This is an optimization exercise on Yosys and OpenROAD, whose aim is small area, a short achievable clock period and few clock cycles per item, not a production implementation. For this run, only the layout was checked, not whether the RTL still works.

<file path="design/flow/design.v">
module arctan #
	(
		parameter integer C_S00_AXIS_TDATA_WIDTH	= 32,
		parameter integer C_M00_AXIS_TDATA_WIDTH	= 32,
    parameter integer ITERATIONS = 16
	)
	(
		input wire  s00_axis_aclk, s00_axis_aresetn,
		input wire  s00_axis_tlast, s00_axis_tvalid,
		input wire [C_S00_AXIS_TDATA_WIDTH-1 : 0] s00_axis_tdata,
		input wire [(C_S00_AXIS_TDATA_WIDTH/8)-1: 0] s00_axis_tstrb,
		output logic  s00_axis_tready,
		input wire  m00_axis_aclk, m00_axis_aresetn,
		input wire  m00_axis_tready,
		output logic  m00_axis_tvalid, m00_axis_tlast,
		output logic [C_M00_AXIS_TDATA_WIDTH-1 : 0] m00_axis_tdata,
		output logic [(C_M00_AXIS_TDATA_WIDTH/8)-1: 0] m00_axis_tstrb
	);
  logic ov;   
  wire adv = m00_axis_tready | ~ov;
  assign s00_axis_tready = adv;
  logic s0_v;
  logic [4:0] s0_side;
  logic signed [15:0] s0_x, s0_y;
  logic [1:0] s0_q;
  logic [0:0] s0_b;
  logic s1_v;
  logic [4:0] s1_side;
  logic signed [15:0] s1_x, s1_y;
  logic [1:0] s1_q;
  logic [1:0] s1_b;
  logic s2_v;
  logic [4:0] s2_side;
  logic signed [15:0] s2_x, s2_y;
  logic [1:0] s2_q;
  logic [2:0] s2_b;
  logic s3_v;
  logic [4:0] s3_side;
  logic signed [15:0] s3_x, s3_y;
  logic [1:0] s3_q;
  logic [3:0] s3_b;
  logic s4_v;
  logic [4:0] s4_side;
  logic signed [15:0] s4_x, s4_y;
  logic [1:0] s4_q;
  logic [4:0] s4_b;
  logic s5_v;
  logic [4:0] s5_side;
  logic signed [15:0] s5_x, s5_y;
  logic [1:0] s5_q;
  logic [5:0] s5_b;
  logic s6_v;
  logic [4:0] s6_side;
  logic signed [15:0] s6_x, s6_y;
  logic [1:0] s6_q;
  logic [6:0] s6_b;
  logic s7_v;
  logic [4:0] s7_side;
  logic signed [15:0] s7_x, s7_y;
  logic [1:0] s7_q;
  logic [7:0] s7_b;
  logic s8_v;
  logic [4:0] s8_side;
  logic signed [15:0] s8_x, s8_y;
  logic [1:0] s8_q;
  logic [8:0] s8_b;
  logic s9_v;
  logic [4:0] s9_side;
  logic signed [15:0] s9_x, s9_y;
  logic [1:0] s9_q;
  logic [9:0] s9_b;
  logic s10_v;
  logic [4:0] s10_side;
  logic signed [15:0] s10_x, s10_y;
  logic [1:0] s10_q;
  logic [10:0] s10_b;
  logic s11_v;
  logic [4:0] s11_side;
  logic signed [15:0] s11_x, s11_y;
  logic [1:0] s11_q;
  logic [11:0] s11_b;
  logic s12_v;
  logic [4:0] s12_side;
  logic signed [15:0] s12_x, s12_y;
  logic [1:0] s12_q;
  logic [12:0] s12_b;
  logic s13_v;
  logic [4:0] s13_side;
  logic signed [15:0] s13_x, s13_y;
  logic signed [18:0] s13_r;
  logic [0:0] s13_bl;
  wire c0_neg = s00_axis_tdata[15:0][15];
  wire c0_yneg = s00_axis_tdata[31:16][15];
  logic signed [15:0] c0_xf, c0_yf;
  assign c0_xf = (s00_axis_tdata[15:0] ^ {16{c0_neg}}) + 16'(c0_neg);
  assign c0_yf = (s00_axis_tdata[31:16] ^ {16{c0_neg}}) + 16'(c0_neg);
  wire c0_dn0 = ~c0_yf[15];   
  logic [0:0] c0_b;
  assign c0_b = {c0_dn0};
  always_ff @(posedge s00_axis_aclk) begin
    if (s00_axis_aresetn == 1'b0) s0_v <= 1'b0;
    else if (adv) s0_v <= s00_axis_tvalid;
  end
  always_ff @(posedge s00_axis_aclk) begin
    if (adv) begin
      s0_x <= c0_xf;
      s0_y <= c0_yf;
      s0_q <= {c0_neg, c0_yneg};
      s0_b <= c0_b;
      s0_side <= {s00_axis_tlast, s00_axis_tstrb};
    end
  end
  wire c1_d0 = s0_b[0];   
  logic signed [15:0] c1_x1, c1_y1;
  logic signed [15:0] c1_x1_op;
  assign c1_x1_op = (s0_y >>> 0);
  logic [16:0] c1_x1_s;
  assign c1_x1_s = {s0_x, 1'b1} + {c1_x1_op ^ {16{s0_y[15]}}, s0_y[15]};
  assign c1_x1 = c1_x1_s[16:1];
  logic signed [15:0] c1_y1_op;
  assign c1_y1_op = (s0_x >>> 0);
  logic [16:0] c1_y1_s;
  assign c1_y1_s = {s0_y, 1'b1} + {c1_y1_op ^ {16{c1_d0}}, c1_d0};
  assign c1_y1 = c1_y1_s[16:1];
  wire c1_dn1 = ~c1_y1[15];   
  logic [1:0] c1_b;
  assign c1_b = {c1_dn1, s0_b};
  always_ff @(posedge s00_axis_aclk) begin
    if (s00_axis_aresetn == 1'b0) s1_v <= 1'b0;
    else if (adv) s1_v <= s0_v;
  end
  always_ff @(posedge s00_axis_aclk) begin
    if (adv) begin
      s1_x <= c1_x1;
      s1_y <= c1_y1;
      s1_q <= s0_q;
      s1_b <= c1_b;
      s1_side <= s0_side;
    end
  end
  wire c2_d1 = s1_b[1];   
  logic signed [15:0] c2_x2, c2_y2;
  logic signed [15:0] c2_x2_op;
  assign c2_x2_op = (s1_y >>> 1);
  logic [16:0] c2_x2_s;
  assign c2_x2_s = {s1_x, 1'b1} + {c2_x2_op ^ {16{s1_y[15]}}, s1_y[15]};
  assign c2_x2 = c2_x2_s[16:1];
  logic signed [15:0] c2_y2_op;
  assign c2_y2_op = (s1_x >>> 1);
  logic [16:0] c2_y2_s;
  assign c2_y2_s = {s1_y, 1'b1} + {c2_y2_op ^ {16{c2_d1}}, c2_d1};
  assign c2_y2 = c2_y2_s[16:1];
  wire c2_dn2 = ~c2_y2[15];   
  logic [2:0] c2_b;
  assign c2_b = {c2_dn2, s1_b};
  always_ff @(posedge s00_axis_aclk) begin
    if (s00_axis_aresetn == 1'b0) s2_v <= 1'b0;
    else if (adv) s2_v <= s1_v;
  end
  always_ff @(posedge s00_axis_aclk) begin
    if (adv) begin
      s2_x <= c2_x2;
      s2_y <= c2_y2;
      s2_q <= s1_q;
      s2_b <= c2_b;
      s2_side <= s1_side;
    end
  end
  wire c3_d2 = s2_b[2];   
  logic signed [15:0] c3_x3, c3_y3;
  logic signed [15:0] c3_x3_op;
  assign c3_x3_op = (s2_y >>> 2);
  logic [16:0] c3_x3_s;
  assign c3_x3_s = {s2_x, 1'b1} + {c3_x3_op ^ {16{s2_y[15]}}, s2_y[15]};
  assign c3_x3 = c3_x3_s[16:1];
  logic signed [15:0] c3_y3_op;
  assign c3_y3_op = (s2_x >>> 2);
  logic [16:0] c3_y3_s;
  assign c3_y3_s = {s2_y, 1'b1} + {c3_y3_op ^ {16{c3_d2}}, c3_d2};
  assign c3_y3 = c3_y3_s[16:1];
  wire c3_dn3 = ~c3_y3[15];   
  logic [3:0] c3_b;
  assign c3_b = {c3_dn3, s2_b};
  always_ff @(posedge s00_axis_aclk) begin
    if (s00_axis_aresetn == 1'b0) s3_v <= 1'b0;
    else if (adv) s3_v <= s2_v;
  end
  always_ff @(posedge s00_axis_aclk) begin
    if (adv) begin
      s3_x <= c3_x3;
      s3_y <= c3_y3;
      s3_q <= s2_q;
      s3_b <= c3_b;
      s3_side <= s2_side;
    end
  end
  wire c4_d3 = s3_b[3];   
  logic signed [15:0] c4_x4, c4_y4;
  logic signed [15:0] c4_x4_op;
  assign c4_x4_op = (s3_y >>> 3);
  logic [16:0] c4_x4_s;
  assign c4_x4_s = {s3_x, 1'b1} + {c4_x4_op ^ {16{s3_y[15]}}, s3_y[15]};
  assign c4_x4 = c4_x4_s[16:1];
  logic signed [15:0] c4_y4_op;
  assign c4_y4_op = (s3_x >>> 3);
  logic [16:0] c4_y4_s;
  assign c4_y4_s = {s3_y, 1'b1} + {c4_y4_op ^ {16{c4_d3}}, c4_d3};
  assign c4_y4 = c4_y4_s[16:1];
  wire c4_dn4 = ~c4_y4[15];   
  logic [4:0] c4_b;
  assign c4_b = {c4_dn4, s3_b};
  always_ff @(posedge s00_axis_aclk) begin
    if (s00_axis_aresetn == 1'b0) s4_v <= 1'b0;
    else if (adv) s4_v <= s3_v;
  end
  always_ff @(posedge s00_axis_aclk) begin
    if (adv) begin
      s4_x <= c4_x4;
      s4_y <= c4_y4;
      s4_q <= s3_q;
      s4_b <= c4_b;
      s4_side <= s3_side;
    end
  end
  wire c5_d4 = s4_b[4];   
  logic signed [15:0] c5_x5, c5_y5;
  logic signed [15:0] c5_x5_op;
  assign c5_x5_op = (s4_y >>> 4);
  logic [16:0] c5_x5_s;
  assign c5_x5_s = {s4_x, 1'b1} + {c5_x5_op ^ {16{s4_y[15]}}, s4_y[15]};
  assign c5_x5 = c5_x5_s[16:1];
  logic signed [15:0] c5_y5_op;
  assign c5_y5_op = (s4_x >>> 4);
  logic [16:0] c5_y5_s;
  assign c5_y5_s = {s4_y, 1'b1} + {c5_y5_op ^ {16{c5_d4}}, c5_d4};
  assign c5_y5 = c5_y5_s[16:1];
  wire c5_dn5 = ~c5_y5[15];   
  logic [5:0] c5_b;
  assign c5_b = {c5_dn5, s4_b};
  always_ff @(posedge s00_axis_aclk) begin
    if (s00_axis_aresetn == 1'b0) s5_v <= 1'b0;
    else if (adv) s5_v <= s4_v;
  end
  always_ff @(posedge s00_axis_aclk) begin
    if (adv) begin
      s5_x <= c5_x5;
      s5_y <= c5_y5;
      s5_q <= s4_q;
      s5_b <= c5_b;
      s5_side <= s4_side;
    end
  end
  wire c6_d5 = s5_b[5];   
  logic signed [15:0] c6_x6, c6_y6;
  logic signed [15:0] c6_x6_op;
  assign c6_x6_op = (s5_y >>> 5);
  logic [16:0] c6_x6_s;
  assign c6_x6_s = {s5_x, 1'b1} + {c6_x6_op ^ {16{s5_y[15]}}, s5_y[15]};
  assign c6_x6 = c6_x6_s[16:1];
  logic signed [15:0] c6_y6_op;
  assign c6_y6_op = (s5_x >>> 5);
  logic [16:0] c6_y6_s;
  assign c6_y6_s = {s5_y, 1'b1} + {c6_y6_op ^ {16{c6_d5}}, c6_d5};
  assign c6_y6 = c6_y6_s[16:1];
  wire c6_dn6 = ~c6_y6[15];   
  logic [6:0] c6_b;
  assign c6_b = {c6_dn6, s5_b};
  always_ff @(posedge s00_axis_aclk) begin
    if (s00_axis_aresetn == 1'b0) s6_v <= 1'b0;
    else if (adv) s6_v <= s5_v;
  end
  always_ff @(posedge s00_axis_aclk) begin
    if (adv) begin
      s6_x <= c6_x6;
      s6_y <= c6_y6;
      s6_q <= s5_q;
      s6_b <= c6_b;
      s6_side <= s5_side;
    end
  end
  wire c7_d6 = s6_b[6];   
  logic signed [15:0] c7_x7, c7_y7;
  logic signed [15:0] c7_x7_op;
  assign c7_x7_op = (s6_y >>> 6);
  logic [16:0] c7_x7_s;
  assign c7_x7_s = {s6_x, 1'b1} + {c7_x7_op ^ {16{s6_y[15]}}, s6_y[15]};
  assign c7_x7 = c7_x7_s[16:1];
  logic signed [15:0] c7_y7_op;
  assign c7_y7_op = (s6_x >>> 6);
  logic [16:0] c7_y7_s;
  assign c7_y7_s = {s6_y, 1'b1} + {c7_y7_op ^ {16{c7_d6}}, c7_d6};
  assign c7_y7 = c7_y7_s[16:1];
  wire c7_dn7 = ~c7_y7[15];   
  logic [7:0] c7_b;
  assign c7_b = {c7_dn7, s6_b};
  always_ff @(posedge s00_axis_aclk) begin
    if (s00_axis_aresetn == 1'b0) s7_v <= 1'b0;
    else if (adv) s7_v <= s6_v;
  end
  always_ff @(posedge s00_axis_aclk) begin
    if (adv) begin
      s7_x <= c7_x7;
      s7_y <= c7_y7;
      s7_q <= s6_q;
      s7_b <= c7_b;
      s7_side <= s6_side;
    end
  end
  wire c8_d7 = s7_b[7];   
  logic signed [15:0] c8_x8, c8_y8;
  logic signed [15:0] c8_x8_op;
  assign c8_x8_op = (s7_y >>> 7);
  logic [16:0] c8_x8_s;
  assign c8_x8_s = {s7_x, 1'b1} + {c8_x8_op ^ {16{s7_y[15]}}, s7_y[15]};
  assign c8_x8 = c8_x8_s[16:1];
  logic signed [15:0] c8_y8_op;
  assign c8_y8_op = (s7_x >>> 7);
  logic [16:0] c8_y8_s;
  assign c8_y8_s = {s7_y, 1'b1} + {c8_y8_op ^ {16{c8_d7}}, c8_d7};
  assign c8_y8 = c8_y8_s[16:1];
  wire c8_dn8 = ~c8_y8[15];   
  logic [8:0] c8_b;
  assign c8_b = {c8_dn8, s7_b};
  always_ff @(posedge s00_axis_aclk) begin
    if (s00_axis_aresetn == 1'b0) s8_v <= 1'b0;
    else if (adv) s8_v <= s7_v;
  end
  always_ff @(posedge s00_axis_aclk) begin
    if (adv) begin
      s8_x <= c8_x8;
      s8_y <= c8_y8;
      s8_q <= s7_q;
      s8_b <= c8_b;
      s8_side <= s7_side;
    end
  end
  wire c9_d8 = s8_b[8];   
  logic signed [15:0] c9_x9, c9_y9;
  logic signed [15:0] c9_x9_op;
  assign c9_x9_op = (s8_y >>> 8);
  logic [16:0] c9_x9_s;
  assign c9_x9_s = {s8_x, 1'b1} + {c9_x9_op ^ {16{s8_y[15]}}, s8_y[15]};
  assign c9_x9 = c9_x9_s[16:1];
  logic signed [15:0] c9_y9_op;
  assign c9_y9_op = (s8_x >>> 8);
  logic [16:0] c9_y9_s;
  assign c9_y9_s = {s8_y, 1'b1} + {c9_y9_op ^ {16{c9_d8}}, c9_d8};
  assign c9_y9 = c9_y9_s[16:1];
  wire c9_dn9 = ~c9_y9[15];   
  logic [9:0] c9_b;
  assign c9_b = {c9_dn9, s8_b};
  always_ff @(posedge s00_axis_aclk) begin
    if (s00_axis_aresetn == 1'b0) s9_v <= 1'b0;
    else if (adv) s9_v <= s8_v;
  end
  always_ff @(posedge s00_axis_aclk) begin
    if (adv) begin
      s9_x <= c9_x9;
      s9_y <= c9_y9;
      s9_q <= s8_q;
      s9_b <= c9_b;
      s9_side <= s8_side;
    end
  end
  wire c10_d9 = s9_b[9];   
  logic signed [15:0] c10_x10, c10_y10;
  logic signed [15:0] c10_x10_op;
  assign c10_x10_op = (s9_y >>> 9);
  logic [16:0] c10_x10_s;
  assign c10_x10_s = {s9_x, 1'b1} + {c10_x10_op ^ {16{s9_y[15]}}, s9_y[15]};
  assign c10_x10 = c10_x10_s[16:1];
  logic signed [15:0] c10_y10_op;
  assign c10_y10_op = (s9_x >>> 9);
  logic [16:0] c10_y10_s;
  assign c10_y10_s = {s9_y, 1'b1} + {c10_y10_op ^ {16{c10_d9}}, c10_d9};
  assign c10_y10 = c10_y10_s[16:1];
  wire c10_dn10 = ~c10_y10[15];   
  logic [10:0] c10_b;
  assign c10_b = {c10_dn10, s9_b};
  always_ff @(posedge s00_axis_aclk) begin
    if (s00_axis_aresetn == 1'b0) s10_v <= 1'b0;
    else if (adv) s10_v <= s9_v;
  end
  always_ff @(posedge s00_axis_aclk) begin
    if (adv) begin
      s10_x <= c10_x10;
      s10_y <= c10_y10;
      s10_q <= s9_q;
      s10_b <= c10_b;
      s10_side <= s9_side;
    end
  end
  wire c11_d10 = s10_b[10];   
  logic signed [15:0] c11_x11, c11_y11;
  logic signed [15:0] c11_x11_op;
  assign c11_x11_op = (s10_y >>> 10);
  logic [16:0] c11_x11_s;
  assign c11_x11_s = {s10_x, 1'b1} + {c11_x11_op ^ {16{s10_y[15]}}, s10_y[15]};
  assign c11_x11 = c11_x11_s[16:1];
  logic signed [15:0] c11_y11_op;
  assign c11_y11_op = (s10_x >>> 10);
  logic [16:0] c11_y11_s;
  assign c11_y11_s = {s10_y, 1'b1} + {c11_y11_op ^ {16{c11_d10}}, c11_d10};
  assign c11_y11 = c11_y11_s[16:1];
  wire c11_dn11 = ~c11_y11[15];   
  logic [11:0] c11_b;
  assign c11_b = {c11_dn11, s10_b};
  always_ff @(posedge s00_axis_aclk) begin
    if (s00_axis_aresetn == 1'b0) s11_v <= 1'b0;
    else if (adv) s11_v <= s10_v;
  end
  always_ff @(posedge s00_axis_aclk) begin
    if (adv) begin
      s11_x <= c11_x11;
      s11_y <= c11_y11;
      s11_q <= s10_q;
      s11_b <= c11_b;
      s11_side <= s10_side;
    end
  end
  wire c12_d11 = s11_b[11];   
  logic signed [15:0] c12_x12, c12_y12;
  logic signed [15:0] c12_x12_op;
  assign c12_x12_op = (s11_y >>> 11);
  logic [16:0] c12_x12_s;
  assign c12_x12_s = {s11_x, 1'b1} + {c12_x12_op ^ {16{s11_y[15]}}, s11_y[15]};
  assign c12_x12 = c12_x12_s[16:1];
  logic signed [15:0] c12_y12_op;
  assign c12_y12_op = (s11_x >>> 11);
  logic [16:0] c12_y12_s;
  assign c12_y12_s = {s11_y, 1'b1} + {c12_y12_op ^ {16{c12_d11}}, c12_d11};
  assign c12_y12 = c12_y12_s[16:1];
  wire c12_dn12 = ~c12_y12[15];   
  logic [12:0] c12_b;
  assign c12_b = {c12_dn12, s11_b};
  always_ff @(posedge s00_axis_aclk) begin
    if (s00_axis_aresetn == 1'b0) s12_v <= 1'b0;
    else if (adv) s12_v <= s11_v;
  end
  always_ff @(posedge s00_axis_aclk) begin
    if (adv) begin
      s12_x <= c12_x12;
      s12_y <= c12_y12;
      s12_q <= s11_q;
      s12_b <= c12_b;
      s12_side <= s11_side;
    end
  end
  wire c13_d12 = s12_b[12];   
  logic signed [15:0] c13_x13, c13_y13;
  logic signed [15:0] c13_x13_op;
  assign c13_x13_op = (s12_y >>> 12);
  logic [16:0] c13_x13_s;
  assign c13_x13_s = {s12_x, 1'b1} + {c13_x13_op ^ {16{s12_y[15]}}, s12_y[15]};
  assign c13_x13 = c13_x13_s[16:1];
  logic signed [15:0] c13_y13_op;
  assign c13_y13_op = (s12_x >>> 12);
  logic [16:0] c13_y13_s;
  assign c13_y13_s = {s12_y, 1'b1} + {c13_y13_op ^ {16{c13_d12}}, c13_d12};
  assign c13_y13 = c13_y13_s[16:1];
  logic signed [18:0] c13_k;
  assign c13_k = (s12_q[1] ? (s12_q[0] ? (s12_b[4] ? (s12_b[3] ? (s12_b[2] ? (s12_b[1] ? (s12_b[0] ? -19'sd49906 : -19'sd101376) : (s12_b[0] ? -19'sd80290 : -19'sd131760)) : (s12_b[1] ? (s12_b[0] ? -19'sd65960 : -19'sd117430) : (s12_b[0] ? -19'sd96344 : -19'sd147814))) : (s12_b[2] ? (s12_b[1] ? (s12_b[0] ? -19'sd58054 : -19'sd109524) : (s12_b[0] ? -19'sd88438 : -19'sd139908)) : (s12_b[1] ? (s12_b[0] ? -19'sd74108 : -19'sd125578) : (s12_b[0] ? -19'sd104492 : -19'sd155962)))) : (s12_b[3] ? (s12_b[2] ? (s12_b[1] ? (s12_b[0] ? -19'sd53996 : -19'sd105466) : (s12_b[0] ? -19'sd84380 : -19'sd135850)) : (s12_b[1] ? (s12_b[0] ? -19'sd70050 : -19'sd121520) : (s12_b[0] ? -19'sd100434 : -19'sd151904))) : (s12_b[2] ? (s12_b[1] ? (s12_b[0] ? -19'sd62144 : -19'sd113614) : (s12_b[0] ? -19'sd92528 : -19'sd143998)) : (s12_b[1] ? (s12_b[0] ? -19'sd78198 : -19'sd129668) : (s12_b[0] ? -19'sd108582 : -19'sd160052))))) : (s12_b[4] ? (s12_b[3] ? (s12_b[2] ? (s12_b[1] ? (s12_b[0] ? 19'sd155980 : 19'sd104510) : (s12_b[0] ? 19'sd125596 : 19'sd74126)) : (s12_b[1] ? (s12_b[0] ? 19'sd139926 : 19'sd88456) : (s12_b[0] ? 19'sd109542 : 19'sd58072))) : (s12_b[2] ? (s12_b[1] ? (s12_b[0] ? 19'sd147832 : 19'sd96362) : (s12_b[0] ? 19'sd117448 : 19'sd65978)) : (s12_b[1] ? (s12_b[0] ? 19'sd131778 : 19'sd80308) : (s12_b[0] ? 19'sd101394 : 19'sd49924)))) : (s12_b[3] ? (s12_b[2] ? (s12_b[1] ? (s12_b[0] ? 19'sd151890 : 19'sd100420) : (s12_b[0] ? 19'sd121506 : 19'sd70036)) : (s12_b[1] ? (s12_b[0] ? 19'sd135836 : 19'sd84366) : (s12_b[0] ? 19'sd105452 : 19'sd53982))) : (s12_b[2] ? (s12_b[1] ? (s12_b[0] ? 19'sd143742 : 19'sd92272) : (s12_b[0] ? 19'sd113358 : 19'sd61888)) : (s12_b[1] ? (s12_b[0] ? 19'sd127688 : 19'sd76218) : (s12_b[0] ? 19'sd97304 : 19'sd45834)))))) : (s12_b[4] ? (s12_b[3] ? (s12_b[2] ? (s12_b[1] ? (s12_b[0] ? 19'sd53037 : 19'sd1567) : (s12_b[0] ? 19'sd22653 : -19'sd28817)) : (s12_b[1] ? (s12_b[0] ? 19'sd36983 : -19'sd14487) : (s12_b[0] ? 19'sd6599 : -19'sd44871))) : (s12_b[2] ? (s12_b[1] ? (s12_b[0] ? 19'sd44889 : -19'sd6581) : (s12_b[0] ? 19'sd14505 : -19'sd36965)) : (s12_b[1] ? (s12_b[0] ? 19'sd28835 : -19'sd22635) : (s12_b[0] ? -19'sd1549 : -19'sd53019)))) : (s12_b[3] ? (s12_b[2] ? (s12_b[1] ? (s12_b[0] ? 19'sd48947 : -19'sd2523) : (s12_b[0] ? 19'sd18563 : -19'sd32907)) : (s12_b[1] ? (s12_b[0] ? 19'sd32893 : -19'sd18577) : (s12_b[0] ? 19'sd2509 : -19'sd48961))) : (s12_b[2] ? (s12_b[1] ? (s12_b[0] ? 19'sd40799 : -19'sd10671) : (s12_b[0] ? 19'sd10415 : -19'sd41055)) : (s12_b[1] ? (s12_b[0] ? 19'sd24745 : -19'sd26725) : (s12_b[0] ? -19'sd5639 : -19'sd57109))))));
  logic [18:0] c13_g0;
  assign c13_g0 = (s12_b[12] ? (s12_b[11] ? (s12_b[10] ? (s12_b[9] ? (s12_b[8] ? (s12_b[7] ? (s12_b[6] ? (s12_b[5] ? 19'd4064 : 19'd2018) : (s12_b[5] ? 19'd3042 : 19'd996)) : (s12_b[6] ? (s12_b[5] ? 19'd3554 : 19'd1508) : (s12_b[5] ? 19'd2532 : 19'd486))) : (s12_b[7] ? (s12_b[6] ? (s12_b[5] ? 19'd3810 : 19'd1764) : (s12_b[5] ? 19'd2788 : 19'd742)) : (s12_b[6] ? (s12_b[5] ? 19'd3300 : 19'd1254) : (s12_b[5] ? 19'd2278 : 19'd232)))) : (s12_b[8] ? (s12_b[7] ? (s12_b[6] ? (s12_b[5] ? 19'd3938 : 19'd1892) : (s12_b[5] ? 19'd2916 : 19'd870)) : (s12_b[6] ? (s12_b[5] ? 19'd3428 : 19'd1382) : (s12_b[5] ? 19'd2406 : 19'd360))) : (s12_b[7] ? (s12_b[6] ? (s12_b[5] ? 19'd3684 : 19'd1638) : (s12_b[5] ? 19'd2662 : 19'd616)) : (s12_b[6] ? (s12_b[5] ? 19'd3174 : 19'd1128) : (s12_b[5] ? 19'd2152 : 19'd106))))) : (s12_b[9] ? (s12_b[8] ? (s12_b[7] ? (s12_b[6] ? (s12_b[5] ? 19'd4002 : 19'd1956) : (s12_b[5] ? 19'd2980 : 19'd934)) : (s12_b[6] ? (s12_b[5] ? 19'd3492 : 19'd1446) : (s12_b[5] ? 19'd2470 : 19'd424))) : (s12_b[7] ? (s12_b[6] ? (s12_b[5] ? 19'd3748 : 19'd1702) : (s12_b[5] ? 19'd2726 : 19'd680)) : (s12_b[6] ? (s12_b[5] ? 19'd3238 : 19'd1192) : (s12_b[5] ? 19'd2216 : 19'd170)))) : (s12_b[8] ? (s12_b[7] ? (s12_b[6] ? (s12_b[5] ? 19'd3876 : 19'd1830) : (s12_b[5] ? 19'd2854 : 19'd808)) : (s12_b[6] ? (s12_b[5] ? 19'd3366 : 19'd1320) : (s12_b[5] ? 19'd2344 : 19'd298))) : (s12_b[7] ? (s12_b[6] ? (s12_b[5] ? 19'd3622 : 19'd1576) : (s12_b[5] ? 19'd2600 : 19'd554)) : (s12_b[6] ? (s12_b[5] ? 19'd3112 : 19'd1066) : (s12_b[5] ? 19'd2090 : 19'd44)))))) : (s12_b[10] ? (s12_b[9] ? (s12_b[8] ? (s12_b[7] ? (s12_b[6] ? (s12_b[5] ? 19'd4034 : 19'd1988) : (s12_b[5] ? 19'd3012 : 19'd966)) : (s12_b[6] ? (s12_b[5] ? 19'd3524 : 19'd1478) : (s12_b[5] ? 19'd2502 : 19'd456))) : (s12_b[7] ? (s12_b[6] ? (s12_b[5] ? 19'd3780 : 19'd1734) : (s12_b[5] ? 19'd2758 : 19'd712)) : (s12_b[6] ? (s12_b[5] ? 19'd3270 : 19'd1224) : (s12_b[5] ? 19'd2248 : 19'd202)))) : (s12_b[8] ? (s12_b[7] ? (s12_b[6] ? (s12_b[5] ? 19'd3908 : 19'd1862) : (s12_b[5] ? 19'd2886 : 19'd840)) : (s12_b[6] ? (s12_b[5] ? 19'd3398 : 19'd1352) : (s12_b[5] ? 19'd2376 : 19'd330))) : (s12_b[7] ? (s12_b[6] ? (s12_b[5] ? 19'd3654 : 19'd1608) : (s12_b[5] ? 19'd2632 : 19'd586)) : (s12_b[6] ? (s12_b[5] ? 19'd3144 : 19'd1098) : (s12_b[5] ? 19'd2122 : 19'd76))))) : (s12_b[9] ? (s12_b[8] ? (s12_b[7] ? (s12_b[6] ? (s12_b[5] ? 19'd3972 : 19'd1926) : (s12_b[5] ? 19'd2950 : 19'd904)) : (s12_b[6] ? (s12_b[5] ? 19'd3462 : 19'd1416) : (s12_b[5] ? 19'd2440 : 19'd394))) : (s12_b[7] ? (s12_b[6] ? (s12_b[5] ? 19'd3718 : 19'd1672) : (s12_b[5] ? 19'd2696 : 19'd650)) : (s12_b[6] ? (s12_b[5] ? 19'd3208 : 19'd1162) : (s12_b[5] ? 19'd2186 : 19'd140)))) : (s12_b[8] ? (s12_b[7] ? (s12_b[6] ? (s12_b[5] ? 19'd3846 : 19'd1800) : (s12_b[5] ? 19'd2824 : 19'd778)) : (s12_b[6] ? (s12_b[5] ? 19'd3336 : 19'd1290) : (s12_b[5] ? 19'd2314 : 19'd268))) : (s12_b[7] ? (s12_b[6] ? (s12_b[5] ? 19'd3592 : 19'd1546) : (s12_b[5] ? 19'd2570 : 19'd524)) : (s12_b[6] ? (s12_b[5] ? 19'd3082 : 19'd1036) : (s12_b[5] ? 19'd2060 : 19'd14))))))) : (s12_b[11] ? (s12_b[10] ? (s12_b[9] ? (s12_b[8] ? (s12_b[7] ? (s12_b[6] ? (s12_b[5] ? 19'd4050 : 19'd2004) : (s12_b[5] ? 19'd3028 : 19'd982)) : (s12_b[6] ? (s12_b[5] ? 19'd3540 : 19'd1494) : (s12_b[5] ? 19'd2518 : 19'd472))) : (s12_b[7] ? (s12_b[6] ? (s12_b[5] ? 19'd3796 : 19'd1750) : (s12_b[5] ? 19'd2774 : 19'd728)) : (s12_b[6] ? (s12_b[5] ? 19'd3286 : 19'd1240) : (s12_b[5] ? 19'd2264 : 19'd218)))) : (s12_b[8] ? (s12_b[7] ? (s12_b[6] ? (s12_b[5] ? 19'd3924 : 19'd1878) : (s12_b[5] ? 19'd2902 : 19'd856)) : (s12_b[6] ? (s12_b[5] ? 19'd3414 : 19'd1368) : (s12_b[5] ? 19'd2392 : 19'd346))) : (s12_b[7] ? (s12_b[6] ? (s12_b[5] ? 19'd3670 : 19'd1624) : (s12_b[5] ? 19'd2648 : 19'd602)) : (s12_b[6] ? (s12_b[5] ? 19'd3160 : 19'd1114) : (s12_b[5] ? 19'd2138 : 19'd92))))) : (s12_b[9] ? (s12_b[8] ? (s12_b[7] ? (s12_b[6] ? (s12_b[5] ? 19'd3988 : 19'd1942) : (s12_b[5] ? 19'd2966 : 19'd920)) : (s12_b[6] ? (s12_b[5] ? 19'd3478 : 19'd1432) : (s12_b[5] ? 19'd2456 : 19'd410))) : (s12_b[7] ? (s12_b[6] ? (s12_b[5] ? 19'd3734 : 19'd1688) : (s12_b[5] ? 19'd2712 : 19'd666)) : (s12_b[6] ? (s12_b[5] ? 19'd3224 : 19'd1178) : (s12_b[5] ? 19'd2202 : 19'd156)))) : (s12_b[8] ? (s12_b[7] ? (s12_b[6] ? (s12_b[5] ? 19'd3862 : 19'd1816) : (s12_b[5] ? 19'd2840 : 19'd794)) : (s12_b[6] ? (s12_b[5] ? 19'd3352 : 19'd1306) : (s12_b[5] ? 19'd2330 : 19'd284))) : (s12_b[7] ? (s12_b[6] ? (s12_b[5] ? 19'd3608 : 19'd1562) : (s12_b[5] ? 19'd2586 : 19'd540)) : (s12_b[6] ? (s12_b[5] ? 19'd3098 : 19'd1052) : (s12_b[5] ? 19'd2076 : 19'd30)))))) : (s12_b[10] ? (s12_b[9] ? (s12_b[8] ? (s12_b[7] ? (s12_b[6] ? (s12_b[5] ? 19'd4020 : 19'd1974) : (s12_b[5] ? 19'd2998 : 19'd952)) : (s12_b[6] ? (s12_b[5] ? 19'd3510 : 19'd1464) : (s12_b[5] ? 19'd2488 : 19'd442))) : (s12_b[7] ? (s12_b[6] ? (s12_b[5] ? 19'd3766 : 19'd1720) : (s12_b[5] ? 19'd2744 : 19'd698)) : (s12_b[6] ? (s12_b[5] ? 19'd3256 : 19'd1210) : (s12_b[5] ? 19'd2234 : 19'd188)))) : (s12_b[8] ? (s12_b[7] ? (s12_b[6] ? (s12_b[5] ? 19'd3894 : 19'd1848) : (s12_b[5] ? 19'd2872 : 19'd826)) : (s12_b[6] ? (s12_b[5] ? 19'd3384 : 19'd1338) : (s12_b[5] ? 19'd2362 : 19'd316))) : (s12_b[7] ? (s12_b[6] ? (s12_b[5] ? 19'd3640 : 19'd1594) : (s12_b[5] ? 19'd2618 : 19'd572)) : (s12_b[6] ? (s12_b[5] ? 19'd3130 : 19'd1084) : (s12_b[5] ? 19'd2108 : 19'd62))))) : (s12_b[9] ? (s12_b[8] ? (s12_b[7] ? (s12_b[6] ? (s12_b[5] ? 19'd3958 : 19'd1912) : (s12_b[5] ? 19'd2936 : 19'd890)) : (s12_b[6] ? (s12_b[5] ? 19'd3448 : 19'd1402) : (s12_b[5] ? 19'd2426 : 19'd380))) : (s12_b[7] ? (s12_b[6] ? (s12_b[5] ? 19'd3704 : 19'd1658) : (s12_b[5] ? 19'd2682 : 19'd636)) : (s12_b[6] ? (s12_b[5] ? 19'd3194 : 19'd1148) : (s12_b[5] ? 19'd2172 : 19'd126)))) : (s12_b[8] ? (s12_b[7] ? (s12_b[6] ? (s12_b[5] ? 19'd3832 : 19'd1786) : (s12_b[5] ? 19'd2810 : 19'd764)) : (s12_b[6] ? (s12_b[5] ? 19'd3322 : 19'd1276) : (s12_b[5] ? 19'd2300 : 19'd254))) : (s12_b[7] ? (s12_b[6] ? (s12_b[5] ? 19'd3578 : 19'd1532) : (s12_b[5] ? 19'd2556 : 19'd510)) : (s12_b[6] ? (s12_b[5] ? 19'd3068 : 19'd1022) : (s12_b[5] ? 19'd2046 : 19'd0))))))));
  logic signed [18:0] c13_r;
  assign c13_r = c13_k + c13_g0;
  wire c13_dn13 = ~c13_y13[15];   
  logic [13:0] c13_b;
  assign c13_b = {c13_dn13, s12_b};
  always_ff @(posedge s00_axis_aclk) begin
    if (s00_axis_aresetn == 1'b0) s13_v <= 1'b0;
    else if (adv) s13_v <= s12_v;
  end
  always_ff @(posedge s00_axis_aclk) begin
    if (adv) begin
      s13_x <= c13_x13;
      s13_y <= c13_y13;
      s13_r <= c13_r;
      s13_bl <= c13_b[13:13];
      s13_side <= s12_side;
    end
  end
  wire c14_d13 = s13_bl[0];   
  logic signed [15:0] c14_y14;
  logic signed [15:0] c14_y14_op;
  assign c14_y14_op = (s13_x >>> 13);
  logic [16:0] c14_y14_s;
  assign c14_y14_s = {s13_y, 1'b1} + {c14_y14_op ^ {16{c14_d13}}, c14_d13};
  assign c14_y14 = c14_y14_s[16:1];
  wire c14_d14 = ~c14_y14[15];   
  logic [14:0] c14_b;
  assign c14_b = {c14_d14, s13_bl};
  logic signed [18:0] c14_ph;
  logic signed [18:0] c14_t0, c14_t1;
  assign c14_t0 = s13_r + 19'({s13_bl[0], s13_bl[0], 1'b0});   
  assign c14_t1 = c14_t0 + 19'sd2;
  assign c14_ph = c14_d14 ? c14_t1 : c14_t0;
  logic signed [18:0] o_ph;
  logic [4:0] o_side;
  always_ff @(posedge s00_axis_aclk) begin
    if (s00_axis_aresetn == 1'b0) ov <= 1'b0;
    else if (adv) ov <= s13_v;
  end
  always_ff @(posedge s00_axis_aclk) begin
    if (adv) begin
      o_ph <= c14_ph;
      o_side <= s13_side;
    end
  end
  assign m00_axis_tvalid = ov;
  assign m00_axis_tdata = {{(C_M00_AXIS_TDATA_WIDTH-19){o_ph[18]}}, o_ph};
  assign m00_axis_tlast = o_side[4];
  assign m00_axis_tstrb = o_side[3:0];
endmodule
</file>
<file path="design/flow/run.sh">
#!/bin/bash
# synth_recipe.tcl (not shown) runs the flow's synth.tcl, then flattens the netlist and writes it again
# the make line also repeats each setting of config.mk as NAME=value (left out here)
make -C /OpenROAD-flow-scripts/flow DESIGN_CONFIG=/design/flow/config.mk WORK_HOME=/design/flow/orfs CLKGATE_MAP_FILE= SYNTH_SCRIPT=/design/flow/synth_recipe.tcl finish
</file>
<file path="design/flow/config.mk">
export PLATFORM = sky130hd
export DESIGN_NAME = arctan
export DESIGN_NICKNAME = arctan
export VERILOG_FILES = /design/flow/design.v
export SDC_FILE = /design/flow/constraint.sdc
export NUM_CORES = 4
export LEC_CHECK = 0
export CAP_MARGIN = 20
export CORE_MARGIN = 2
export CORE_UTILIZATION = 40
export SETUP_SLACK_MARGIN = 1.7
export SLEW_MARGIN = 20
</file>
<file path="design/flow/constraint.sdc">
create_clock -name core_clock -period 5.0 [get_ports {s00_axis_aclk}]
set_input_delay 1.0000 -clock core_clock [delete_from_list [all_inputs] [get_ports {s00_axis_aclk}]]
set_output_delay 1.0000 -clock core_clock [all_outputs]
set_load 0.01 [all_outputs]
</file>
==> flow_summary.toml <==
[logic_synthesis]
syn-instance-count = 3804
ys_ff_latch = 668
synth_top_area_cell = "edfxtp_1"
synth.top_cells.by_count = "edfxtp_1, xor2_1, ha_1, xnor2_1, a21oi_1"
syn_area_sq_mm = 0.0424
ys_types = 93
synth_flop_cell = "edfxtp_1"
synth_edf_count = 653
ys_seq_area_frac = 0.469
yosysWarnings = 1
synth.avg_cell_area_sq_um = 11.1
async_flop_share = 0
ys_top_cells_by_area = "edfxtp_1, ha_1, xor2_1"
yosysMostFrequentCell = "edfxtp_1"
synth_top_area_frac = 0.462
syn_nets = 4215

[critical_path]
end_kind = "register"
cp_common_cell = "o21ai_1"
path_class = "register to register"
rr_endpoint = "s13_r[15]$_DFFE_PP_"
critical_path.max_stage_delay_ns = 0.42
r2r-start = "s12_b[8]$_DFFE_PP_"
crit_family = "compound AO/OA/AOI/OAI gates"
worstPathCellList = "buf_4 -> buf_6 -> xnor2_4 -> o221a_4 -> maj3_2 -> o21ai_1 -> a21oi_1 -> o32ai_2 -> inv_1 -> fa_2 -> nor2b_4 -> o21ai_2 -> a21boi_2 -> o21ai_1 -> a21oi_2 -> a41o_1 -> o21bai_1 -> xor2_1"
rrSetupSlack_ns = 1.28
cp-start-kind = "register"
worstPathBufferInverterCount = 3
reg2reg_depth = 18
cp.arrival_ns = 4.07
crit_fanout = 4
worstPathRequired_ns = 5.35
slowest_stage = "edfxtp_1"

[cells_and_area]
top_regs = "o_ph: 19 flops, s13_r: 19 flops"
multi_input_area_sq_mm = 0.0219
fillCellCount = 9659
drive_gt1_frac = 0.0951
final_util = 0.463
nNetsFinal = 4429
syn_to_final_growth_pct = 15.0
seq_area_sq_mm = 0.0199

[worst_hold_path]
worstHoldEndpoint = "s11_b[3]$_DFFE_PP_"
hp-start = "s10_b[3]$_DFFE_PP_"
worstHoldPathCells = 0
hp-class = "register to register"

[route]
drc = 0
ant_nets = 0
viasPerCell = 5.17
routed_wl_microns = 84100
via_count = 28298
firstDrtPassIters = 5
wl_per_cell_microns = 15.4
drt_iter0_markers = 1589

[die]
dieArea_sq_mm = 0.109
core_sq_mm = 0.105
rows = 119
die_h_microns = 330
io_pins = 82
initial_core_util = 0.403
die_w_microns = 330

[place]
hpwl_microns = 60500
gp_congestion = 0.838
port_buffers = 79

[timing]
fmax_mhz = 269
tns_ns = 0
finalCritPeriodShare = 0.743
rsz0062_at_grt = "true"
max_slew_margin = 0.203
skew_ns = 0.0260
setup_viol = 0
fin_crit_ns = 3.72
worst_pin_slew_ns = 1.20
hold_slack_ns = 0.404
final-hold-violation-count = 0
slew_violations = 0

[clock_network]
path_clk_slew_ns = 0.06
cts_tree = "done"
cts_buffer_depth = 3
hold_buffers = 0
clock_latency_ns = 0.65
htree_levels = 3
cts_buffers = 79
clock_sinks = 668
root_buffer = "clkbuf_16"

[global_routing]
grt.met2_usage = 0.275
grt_pass1_vias = 26983
grtUsageMet3 = 0.0202
grtUsageMet1 = 0.186
antenna_found_initial = 2
grt_usage = 0.153
grt_pass1_wl_microns = 136000
overflow = 0
grt_max_degree = 190
grt_most_used_layer = "met2"

[run_status]
status = "no timing/DRC/antenna violations"

[job]
max-cap-violations = 0
## worst max path at each step
stage                             startpoint  slack (ns)             endpoint  cells past startpoint
final                     s12_b[8]$_DFFE_PP_        1.28  s13_r[15]$_DFFE_PP_                     18
after global routing      s12_b[8]$_DFFE_PP_        1.07  s13_r[15]$_DFFE_PP_                     18
after CTS                 s12_b[8]$_DFFE_PP_        1.30  s13_r[15]$_DFFE_PP_                     16
after detailed placement  s12_b[7]$_DFFE_PP_        0.90  s13_r[15]$_DFFE_PP_                     16
after global placement    s12_b[7]$_DFFE_PP_        0.88  s13_r[15]$_DFFE_PP_                     16
after floorplan              m00_axis_tready        1.11      s00_axis_tready                      4
## cells by family after synthesis
group	Yosys count	synth area share
DFF	668	0.469
AOI/OAI and AO/OA	883	0.136
adders and majority gates	369	0.109
and+or+nand+nor	889	0.103
xor gates and xnor gates	724	0.150
muxes	44	0.0109
buffers and inverters	227	0.0219
## stage by stage
| stage | worst slack [ns] | std cells | instance area [sq um] |
|---|---|---|---|
| 6_report | 1.28 | 5473 | 48800 |
| 2_1_floorplan | 1.11 | 3804 | 42500 |
| 3_5_place_dp | 0.905 | 5195 | 44800 |
| 4_1_cts | 1.30 | 5400 | 48100 |
| 5_1_grt | 1.07 | 5473 | 48800 |
| 3_3_place_gp | 0.884 | 5195 | 44800 |
## cell usage in the layout, fill, tap and decap left out, drive strengths merged, types with 22 or more instances in the layout
cell / n
edfxtp: 653
buf: 154
o21a: 46
a21o: 84
nor2b: 37
and3: 36
clkdlybuf4s50: 77
mux2i: 37
ha: 366
a21oi: 274
a21boi: 31
xor2: 395
o31ai: 22
nand2b: 42
a31oi: 34
nand3: 88
clkinv: 32
o21ai: 154
nor3: 97
nor2: 227
and2: 25
clkbuf: 95
nand2: 215
xnor2: 328
inv: 130
o21bai: 58
## routing by layer
layer | up-vias | wire [microns]
met3 | 162 | 2480
met4 | 0 | 3090
met2 | 429 | 42100
li1 | 14458 | -
met5 | - | 0
met1 | 13249 | 36500
## layout make-up
class,count,share of cell area
clock inverters,49,0.0116
clock buffers,95,0.0424
multi-input cells,2909,0.450
flip-flops and latches,668,0.408
repair buffers,232,0.0419
inverters,127,0.0102
diodes,1,0.0000513
repair inverters,1,0.000180
well taps,1391,0.0357
## timing repair
item / CTS / global route
pin swaps: 20 / 13
buffers inserted: 60 / 72
endpoints found under the setup margin: 57 / 62
gates resized for setup: 33 / 29
cloned: 1 / 0

-- afterwards: timing with drivers on the ports --
No port has a modelled driver above. Below, the same layout with a new extraction and two added sets of constraints. Step 1 assumes that a clkbuf_16 drives the clock port and a buf_2 every other input. Step 2 times the ports against the registers' clock, not the clock port: input delays grow and output delays shrink by t, the midpoint of the rising clock arrivals with the driver on. Three values: ideal ports, drivers, drivers and shift; two values: the first two.
shift t [ns]: 0.702
slack for setup (ns): 1.284 / 1.284 / 1.284
hold WS [ns]: 0.404 / 0.404 / 0.404
latest minus earliest clock arrival (ns): 0.029 / 0.030
worst data-port slew with drivers (ns): 0.09
After both steps setup and hold are still met in this run. For this run, drivers alone change the setup slack by 0.000 ns; drivers and shift together by 0.000 ns.
